Source: an optimization exercise on an open RTL-to-GDS flow (aim: small area and a short achievable clock period). Production flows keep margins and buffers that such runs may drop.
In this exercise RTL edits were held to simulation tests only and were not proved equivalent to the original.
No activity file was given, so power comes from the tool's default toggle rates.

Setup of indigo:
Design afvip, start of the top module:
module afvip #(
    parameter TP = 0
)(
    input            clk        ,
    input            rst_n      ,
    output           afvip_intr ,
    input            psel       ,
    input            penable    ,
    input     [15:0] paddr      ,
    input            pwrite     ,
    input     [31:0] pwdata     ,
    output           pready     ,
    output    [31:0] prdata     ,
    output           pslverr
);
clock: 13.0 ns
lec_check: 0
abc_area: 1
cap_margin: 20
core_margin: 2
core_utilization: 62
place_density: 0.72
slew_margin: 20
standard.sh (not shown) runs the stock make flow with config.mk's settings and CLKGATE_MAP_FILE= SYNTH_SCRIPT=/design/flow/synth_recipe.tcl, a recipe that flattens the netlist after the stock synthesis.
==> flow/flow/run.sh <==
#!/bin/bash
# Layout flow: the standard layout (standard.sh) with these changes:
#  - synthesis uses flow/synth.tcl: the standard synthesis script, except that the work register read
#    mux and its select lines (modules afvip_rmux and afvip_rsel, which hold no registers) are mapped
#    on their own (see flow/synth.tcl); registers, their names and cells are those of the standard
#    synthesis;
#  - repair_timing aims for a setup slack margin of SETUP_SLACK_MARGIN ns against the design's clock;
#  - clock tree sink clusters of up to 25 flip-flops and no dummy loads;
#  - ports are buffered with buf_2 cells.
# Each tool's output goes to a log here (synth.log, standard.log) and to ORFS's logs under orfs/logs.
set -euo pipefail
export SETUP_SLACK_MARGIN=8.7
export CTS_ARGS="-sink_clustering_enable -repair_clock_nets -dont_use_dummy_load -sink_clustering_size 25 -sink_clustering_max_diameter 80"
export BUFFER_PORTS_ARGS="-buffer_cell sky130_fd_sc_hd__buf_2"
make_line=$(grep '^make ' standard.sh)
synth_line=$(printf '%s\n' "$make_line" | sed -e "s|SYNTH_SCRIPT=[^ ]*|SYNTH_SCRIPT=$PWD/flow/synth.tcl|" -e 's|"${@:-finish}"|synth|')
bash -c "$synth_line" > synth.log 2>&1
bash standard.sh finish > standard.log 2>&1
Other scripts of this flow, unchanged in this note and not shown: flow/flow/synth.tcl
Edits applied to the flow inputs when going from indigo to umber:
- PLACE_DENSITY now 0.65, was 0.72
- CORE_UTILIZATION now 55, was 62
diff --git a/flow/flow/run.sh b/flow/flow/run.sh
--- a/flow/flow/run.sh
+++ b/flow/flow/run.sh
@@ -7,10 +7,10 @@
 #  - repair_timing aims for a setup slack margin of SETUP_SLACK_MARGIN ns against the design's clock;
 #  - clock tree sink clusters of up to 25 flip-flops and no dummy loads;
-#  - ports are buffered with buf_2 cells.
+#  - ports are buffered with buf_4 cells.
 # Each tool's output goes to a log here (synth.log, standard.log) and to ORFS's logs under orfs/logs.
 set -euo pipefail
 export SETUP_SLACK_MARGIN=8.7
 export CTS_ARGS="-sink_clustering_enable -repair_clock_nets -dont_use_dummy_load -sink_clustering_size 25 -sink_clustering_max_diameter 80"
-export BUFFER_PORTS_ARGS="-buffer_cell sky130_fd_sc_hd__buf_2"
+export BUFFER_PORTS_ARGS="-buffer_cell sky130_fd_sc_hd__buf_4"
 make_line=$(grep '^make ' standard.sh)
 synth_line=$(printf '%s\n' "$make_line" | sed -e "s|SYNTH_SCRIPT=[^ ]*|SYNTH_SCRIPT=$PWD/flow/synth.tcl|" -e 's|"${@:-finish}"|synth|')
Results
Placement row count, umber vs indigo: up by a few percent. Re proportion of synthesized area in mux cells: no difference whatsoever between indigo and umber. Standard cell area after detailed placement up 470 um2 in umber wrt indigo. Between umber and indigo, it is umber whose minimum setup slack among reg-to-reg paths is higher, by 0.06 ns. Total power was lower in the run labelled indigo. Share of the final layout cell area in sequential cells sits lower in umber than in indigo. Going from indigo to umber, the clock buffer count from CTS was found to have gone up by 2.
Modified inputs, sierra compared to umber
- changing CORE_UTILIZATION from 55 to 62
- changing PLACE_DENSITY from 0.65 to 0.72
diff --git a/flow/flow/run.sh b/flow/flow/run.sh
--- a/flow/flow/run.sh
+++ b/flow/flow/run.sh
@@ -10,5 +10,5 @@
 # Each tool's output goes to a log here (synth.log, standard.log) and to ORFS's logs under orfs/logs.
 set -euo pipefail
-export SETUP_SLACK_MARGIN=8.7
+export SETUP_SLACK_MARGIN=8.8
 export CTS_ARGS="-sink_clustering_enable -repair_clock_nets -dont_use_dummy_load -sink_clustering_size 25 -sink_clustering_max_diameter 80"
 export BUFFER_PORTS_ARGS="-buffer_cell sky130_fd_sc_hd__buf_4"
--- outcome ---
Taking umber as the reference, in sierra remaining max-slew budget at the tightest pin shrank by 10 points, setup slack +0.11 ns, utilization went up by 8.8 points, inverter count rose about 0.8%, cell count along the critical path has decreased. Taking umber as the reference, in sierra post-route total power shrank by 0.024 mW, number of enable flip-flop cells after synthesis held steady, multi-input combinational gate total held steady.
Modified inputs, ember compared to sierra
diff --git a/flow/flow/run.sh b/flow/flow/run.sh
--- a/flow/flow/run.sh
+++ b/flow/flow/run.sh
@@ -10,5 +10,5 @@
 # Each tool's output goes to a log here (synth.log, standard.log) and to ORFS's logs under orfs/logs.
 set -euo pipefail
-export SETUP_SLACK_MARGIN=8.8
+export SETUP_SLACK_MARGIN=8.7
 export CTS_ARGS="-sink_clustering_enable -repair_clock_nets -dont_use_dummy_load -sink_clustering_size 25 -sink_clustering_max_diameter 80"
 export BUFFER_PORTS_ARGS="-buffer_cell sky130_fd_sc_hd__buf_4"
Results
- ember and sierra ended up with nearly the same inverter count of the layout excluding clock inverters.
- Between ember and sierra, static power due to leakage is higher for sierra, ember comes in under that.
- Side by side, fraction of the cycle the final worst path needs turned out higher in ember than in sierra.
- Power after layout, ember and sierra: smaller value in ember
Here is what was changed in the inputs of nickel compared with ember.
- swapping 62 for 58 in CORE_UTILIZATION
- swapping 0.72 for 0.68 in PLACE_DENSITY
[summary]
ember and nickel all finish clean. ember -> nickel: fraction of area in multi-input gates flat. Area fraction in compound gates after synthesis across ember and nickel: no real change. After detailed routing, ember needs less wire than nickel. Final total power for nickel: 0.54% up relative to ember. For post-synthesis instance area, ember and nickel come out practically identical. Going from ember to nickel, non-clock buffer count now larger; worst-margin pin slew now smaller.

==> re-timing with driven ports <==
The results above use ideal ports. As a check the final layouts listed here were re-extracted and re-timed, cells and wires unchanged.
Step 1: set_driving_cell puts a clkbuf_16 on clk and a buf_2 on each other input, an assumption about the parent block.
Step 2 also shifts input and output timing later by t, the mid clock arrival at the registers, as if the neighbouring blocks saw the same clock.
Slacks: no drivers / after step 1 / after step 2; pairs: no drivers / after step 1.
run	t, ns	setup WS [ns]	worst setup path at the end	worst register clock-pin slew, ns
indigo	0.726	8.659 / 8.538 / 7.812	input to register	0.10 / 0.10
umber	0.730	8.654 / 8.537 / 7.807	input to register	0.10 / 0.10
sierra	0.733	8.763 / 8.627 / 7.894	input to register	0.10 / 0.10
ember	0.718	8.692 / 8.586 / 7.868	input to register	0.10 / 0.10
nickel	0.730	8.677 / 8.544 / 7.814	input to register	0.10 / 0.10
After both steps every run listed still meets setup and hold. For sierra, which loses most, drivers alone change the setup slack by -0.136 ns; drivers and shift together by -0.869 ns.
